Background: an optimization exercise with open tools, aiming at small area. Do not read the settings as production practice. Only simulation tests tie the RTL to the original design; equivalence was not proved. The flow treats the clock pin as an ideal source. Dropping or thinning the clock tree relies on that and would not hold on a real chip.

==> inputs of willow <==
==> flow/design.v <==
module sensor_if(input sens_active, reset, clk, output passed);
  reg  [9:0] q;
  wire [8:0] n = q[8:0] ^ 9'b1_0101_0101;
  wire [9:0] t;                           
  assign t[0] = sens_active ^ n[8];
  genvar i;
  generate for (i = 1; i < 10; i = i + 1) begin : g_carry
    assign t[i] = t[i-1] & n[i-1];
  end endgenerate
  always @(posedge clk) begin
    if (reset) q <= 10'b01_0101_0101;
    else       q <= {q[9] | t[9], (n ^ t[8:0]) ^ 9'b1_0101_0101};
  end
  assign passed = q[9];
endmodule
==> flow/flow/run.sh <==
#!/bin/bash
# Own layout flow: the standard synthesis, then its netlist is swapped for
# the hand-mapped flow/netlist.v (same flip-flops, same instance names and
# cell type), then the standard ORFS steps from floorplan to finish, with
# 1x port buffers and a small clock tree.
set -euo pipefail
R=orfs/results/sky130hd/sensor_if/base

bash standard.sh synth > std_synth.log 2>&1

python3 flow/check_regs.py $R/1_2_yosys.v flow/netlist.v > check_regs.log 2>&1

cp $R/1_2_yosys.v std_1_2_yosys.v
cp flow/netlist.v $R/1_2_yosys.v
rm -f $R/1_synth.odb $R/1_synth.sdc
touch $R/1_2_yosys.v

export BUFFER_PORTS_ARGS="-buffer_cell sky130_fd_sc_hd__buf_1"
export CTS_ARGS="${CTS_ARGS_OVERRIDE:--sink_clustering_enable -repair_clock_nets -sink_clustering_size 30 -sink_clustering_max_diameter 100 -root_buf sky130_fd_sc_hd__clkbuf_2 -buf_list sky130_fd_sc_hd__clkbuf_2 -dont_use_dummy_load}"

bash standard.sh finish > std_finish.log 2>&1
==> flow/flow/check_regs.py <==
# Check that two netlists hold the same flip-flops: same instance names,
# same cell types. Usage: check_regs.py standard.v hand.v
import re, sys

def regs(path):
    text = open(path).read()
    out = {}
    for m in re.finditer(r'(sky130_fd_sc_hd__(?:df|sdf|edf)\w+)\s+(\\\S+|\w+)\s*\(', text):
        out[m.group(2)] = m.group(1)
    return out

a, b = regs(sys.argv[1]), regs(sys.argv[2])
print("standard:", sorted(a.items()))
print("hand:", sorted(b.items()))
if a != b:
    print("flip-flops differ")
    sys.exit(1)
print("flip-flops match:", len(a))
==> flow/flow/netlist.v <==
// Hand-mapped netlist of rtl/sensor_if.sv. The flip-flops keep the
// instance names the standard synthesis gives them.
// q[i] holds ~n[i] (even i < 9) or n[i] (odd i); q[9] is passed.
// tn* are active-low carries, t* active-high carries.
module sensor_if(sens_active, reset, clk, passed);
  input sens_active;
  input reset;
  input clk;
  output passed;
  wire q0, q1, q2, q3, q4, q5, q6, q7, q8;
  wire d0, d1, d2, d3, d4, d5, d6, d7, d8, d9;
  wire tn0, t1, tn2, t3, tn4, t5, tn6, t7, tn8, t9;
  wire x1, x3, x5, x7, y9;

  sky130_fd_sc_hd__xor2_1 u_tn0 (.A(sens_active), .B(q8), .X(tn0));

  sky130_fd_sc_hd__nor2_1  u_t1 (.A(q0), .B(tn0), .Y(t1));
  sky130_fd_sc_hd__a211o_1 u_d0 (.A1(q0), .A2(tn0), .B1(t1), .C1(reset), .X(d0));

  sky130_fd_sc_hd__nand2_1 u_tn2 (.A(q1), .B(t1), .Y(tn2));
  sky130_fd_sc_hd__o21ai_1 u_x1 (.A1(q1), .A2(t1), .B1(tn2), .Y(x1));
  sky130_fd_sc_hd__nor2_1  u_d1 (.A(reset), .B(x1), .Y(d1));

  sky130_fd_sc_hd__nor2_1  u_t3 (.A(q2), .B(tn2), .Y(t3));
  sky130_fd_sc_hd__a211o_1 u_d2 (.A1(q2), .A2(tn2), .B1(t3), .C1(reset), .X(d2));

  sky130_fd_sc_hd__nand2_1 u_tn4 (.A(q3), .B(t3), .Y(tn4));
  sky130_fd_sc_hd__o21ai_1 u_x3 (.A1(q3), .A2(t3), .B1(tn4), .Y(x3));
  sky130_fd_sc_hd__nor2_1  u_d3 (.A(reset), .B(x3), .Y(d3));

  sky130_fd_sc_hd__nor2_1  u_t5 (.A(q4), .B(tn4), .Y(t5));
  sky130_fd_sc_hd__a211o_1 u_d4 (.A1(q4), .A2(tn4), .B1(t5), .C1(reset), .X(d4));

  sky130_fd_sc_hd__nand2_1 u_tn6 (.A(q5), .B(t5), .Y(tn6));
  sky130_fd_sc_hd__o21ai_1 u_x5 (.A1(q5), .A2(t5), .B1(tn6), .Y(x5));
  sky130_fd_sc_hd__nor2_1  u_d5 (.A(reset), .B(x5), .Y(d5));

  sky130_fd_sc_hd__nor2_1  u_t7 (.A(q6), .B(tn6), .Y(t7));
  sky130_fd_sc_hd__a211o_1 u_d6 (.A1(q6), .A2(tn6), .B1(t7), .C1(reset), .X(d6));

  sky130_fd_sc_hd__nand2_1 u_tn8 (.A(q7), .B(t7), .Y(tn8));
  sky130_fd_sc_hd__o21ai_1 u_x7 (.A1(q7), .A2(t7), .B1(tn8), .Y(x7));
  sky130_fd_sc_hd__nor2_1  u_d7 (.A(reset), .B(x7), .Y(d7));

  sky130_fd_sc_hd__nor2_1  u_t9 (.A(q8), .B(tn8), .Y(t9));
  sky130_fd_sc_hd__a211o_1 u_d8 (.A1(q8), .A2(tn8), .B1(t9), .C1(reset), .X(d8));

  sky130_fd_sc_hd__nor2_1  u_y9 (.A(passed), .B(t9), .Y(y9));
  sky130_fd_sc_hd__nor2_1  u_d9 (.A(reset), .B(y9), .Y(d9));

  sky130_fd_sc_hd__dfxtp_1 \q[0]$_SDFF_PP1_  (.CLK(clk), .D(d0), .Q(q0));
  sky130_fd_sc_hd__dfxtp_1 \q[1]$_SDFF_PP0_  (.CLK(clk), .D(d1), .Q(q1));
  sky130_fd_sc_hd__dfxtp_1 \q[2]$_SDFF_PP1_  (.CLK(clk), .D(d2), .Q(q2));
  sky130_fd_sc_hd__dfxtp_1 \q[3]$_SDFF_PP0_  (.CLK(clk), .D(d3), .Q(q3));
  sky130_fd_sc_hd__dfxtp_1 \q[4]$_SDFF_PP1_  (.CLK(clk), .D(d4), .Q(q4));
  sky130_fd_sc_hd__dfxtp_1 \q[5]$_SDFF_PP0_  (.CLK(clk), .D(d5), .Q(q5));
  sky130_fd_sc_hd__dfxtp_1 \q[6]$_SDFF_PP1_  (.CLK(clk), .D(d6), .Q(q6));
  sky130_fd_sc_hd__dfxtp_1 \q[7]$_SDFF_PP0_  (.CLK(clk), .D(d7), .Q(q7));
  sky130_fd_sc_hd__dfxtp_1 \q[8]$_SDFF_PP1_  (.CLK(clk), .D(d8), .Q(q8));
  sky130_fd_sc_hd__dfxtp_1 \q[9]$_SDFF_PP0_  (.CLK(clk), .D(d9), .Q(passed));
endmodule
==> flow/standard.sh <==
#!/bin/bash
# synth_recipe.tcl (not shown) runs the flow's synth.tcl, then flattens the netlist and writes it again
# the make line also repeats each setting of config.mk as NAME=value (left out here)
make -C /OpenROAD-flow-scripts/flow DESIGN_CONFIG=/design/flow/config.mk WORK_HOME=/design/flow/orfs CLKGATE_MAP_FILE= SYNTH_SCRIPT=/design/flow/synth_recipe.tcl "${@:-finish}"
==> flow/config.mk <==
export PLATFORM = sky130hd
export DESIGN_NAME = sensor_if
export DESIGN_NICKNAME = sensor_if
export VERILOG_FILES = /design/flow/design.v
export SDC_FILE = /design/flow/constraint.sdc
export NUM_CORES = 4
export LEC_CHECK = 0
export CAP_MARGIN = 20
export CORE_AREA = 5 5 65 65
export DIE_AREA = 0 0 70 70
export SLEW_MARGIN = 20
==> flow/constraint.sdc <==
create_clock -name core_clock -period 5.0 [get_ports {clk}]
set_input_delay 1.0000 -clock core_clock [delete_from_list [all_inputs] [get_ports {clk}]]
set_output_delay 1.0000 -clock core_clock [all_outputs]
set_load 0.01 [all_outputs]
==> inputs of indigo, as changes to willow <==
==> flow/flow/run.sh (replaced) <==
#!/bin/bash
# Own layout flow: the standard synthesis, then its netlist is swapped for
# the hand-mapped flow/netlist.v (same flip-flops, same instance names and
# cell type), then the standard ORFS steps from floorplan to finish, with
# 1x port buffers and a one-buffer clock tree.
set -euo pipefail
R=orfs/results/sky130hd/sensor_if/base

bash standard.sh synth > std_synth.log 2>&1

python3 flow/check_regs.py $R/1_2_yosys.v flow/netlist.v > check_regs.log 2>&1

cp $R/1_2_yosys.v std_1_2_yosys.v
cp flow/netlist.v $R/1_2_yosys.v
rm -f $R/1_synth.odb $R/1_synth.sdc
touch $R/1_2_yosys.v

export BUFFER_PORTS_ARGS="-buffer_cell sky130_fd_sc_hd__buf_1"
# CTS builds a tree, then flow/onebuf.tcl replaces it with one clkbuf_4
# from the clock port to all ten flip-flops (10 sinks need no more).
export CTS_ARGS="-sink_clustering_enable -root_buf sky130_fd_sc_hd__clkbuf_2 -buf_list sky130_fd_sc_hd__clkbuf_2 -dont_use_dummy_load"
export POST_CTS_TCL=$PWD/flow/onebuf.tcl

bash standard.sh finish > std_finish.log 2>&1
==> flow/flow/onebuf.tcl (new file) <==
# Replace the clock tree with one buffer from the clock port to every
# flip-flop clock pin, placed at the centroid of the flip-flops.
set ckcell [expr {[info exists ::env(ONEBUF_CELL)] ? $::env(ONEBUF_CELL) : "sky130_fd_sc_hd__clkbuf_4"}]
set db [ord::get_db]
set block [ord::get_db_block]
set clkport [$block findBTerm clk]
set clknet [$clkport getNet]
# collect flip-flop clock pins reachable through the tree, delete tree buffers
set sinks {}
set todo [list $clknet]
set dead {}
while {[llength $todo]} {
  set n [lindex $todo 0]; set todo [lrange $todo 1 end]
  foreach it [$n getITerms] {
    if {[$it isInputSignal] == 0 && [$it getIoType] ne "INPUT"} { continue }
    set inst [$it getInst]
    set m [[$inst getMaster] getName]
    if {[string match "sky130_fd_sc_hd__clkbuf*" $m] || [string match "sky130_fd_sc_hd__clkinv*" $m]} {
      foreach o [$inst getITerms] { if {[$o getIoType] eq "OUTPUT" && [$o getNet] ne "NULL"} { lappend todo [$o getNet] } }
      lappend dead $inst
    } else {
      lappend sinks $it
    }
  }
}
set newnet [odb::dbNet_create $block clknet_onebuf]
$newnet setSigType CLOCK
set buf [odb::dbInst_create $block [$db findMaster $ckcell] clkbuf_onebuf]
set sx 0; set sy 0
foreach it $sinks {
  set b [[$it getInst] getBBox]
  set sx [expr {$sx + ([$b xMin] + [$b xMax]) / 2}]
  set sy [expr {$sy + ([$b yMin] + [$b yMax]) / 2}]
  $it disconnect
  $it connect $newnet
}
set nets_to_kill {}
foreach inst $dead {
  foreach o [$inst getITerms] { if {[$o getIoType] eq "OUTPUT" && [$o getNet] ne "NULL"} { lappend nets_to_kill [$o getNet] } }
  odb::dbInst_destroy $inst
}
foreach n $nets_to_kill { if {[llength [$n getITerms]] == 0 && [llength [$n getBTerms]] == 0} { odb::dbNet_destroy $n } }
[$buf findITerm A] connect $clknet
[$buf findITerm X] connect $newnet
set n [llength $sinks]
$buf setLocation [expr {$sx / $n}] [expr {$sy / $n}]
$buf setPlacementStatus PLACED
puts "onebuf: $ckcell drives $n clock pins, removed [llength $dead] tree cells"

detailed_placement
check_placement -verbose
estimate_parasitics -placement
==> metrics.cfg <==
[status]
outcome = no timing/DRC/antenna violations

[route]
routed_wirelength_um = 579
wl_met3_um = 22

[finish]
design_area_um2 = 413
nNonClkBuffers = 3
multi_input_area_share = 0.312

[clocking]
clk_pin_slew_ns = 0.09
cts_resized = 0
clockBufferDepth = 2

[setup_path]
cp.arrival_ns = 2.71

[power_and_ir_drop]
clk-power_mw = 0.0407

[timing]
tightest_slew_ns = 0.398

[end of results for willow]
==> metrics.cfg <==
[status]
outcome = no timing/DRC/antenna violations

[power_and_ir_drop]
clk-power_mw = 0.0289
seqPwrFrac = 0.713

[timing]
tightest_slew_ns = 0.399
hold_viol = 0

[die]
die_h_um = 70

[route]
wl_met3_um = 26
routed_wirelength_um = 531

[finish]
layout_commonest_cell = nor2_1
design_area_um2 = 405
multi_input_area_share = 0.318
areaGrowthSynthToFinish_pct = 23.2
finish.net_count = 44

[placed_design]
dpl.hpwl_um = 446

[setup_path]
reg2reg_slack_ns = 2.95
path_buf_inv = 1
cp.arrival_ns = 2.70
cp-end-kind = flip-flop

[clocking]
clk_pin_slew_ns = 0.10

[end of results for indigo]
In indigo the design's own scripts or RTL, not TritonCTS, make the clock network.

## afterwards: timing with drivers on the ports
The results above use ideal ports. As a check the final layouts listed here were re-extracted and re-timed, cells and wires unchanged.
Step 1 sets driving cells, clkbuf_16 on the clock port and buf_2 on the other inputs (assumed; they add their load-dependent delay and slew).
Step 2, shift: input delay + t, output delay - t, t = (earliest + latest rising clock arrival at the registers) / 2. This alone moves slack from input paths to output paths.
a / b / c = ideal / step 1 / step 2; a / b = the first two.
run | t, ns | setup slack, ns | worst setup path at the end | worst data-port slew with drivers (ns) | cell pins on the clock port's net
willow | 0.253 | 2.426 / 2.419 / 2.167 | input to register | 0.04 | 1
indigo | 0.176 | 2.366 / 2.360 / 2.183 | input to register | 0.04 | 1
After both steps setup and hold are still met in every run listed. For willow, which loses most, drivers alone change the setup slack by -0.007 ns; drivers and shift together by -0.259 ns.
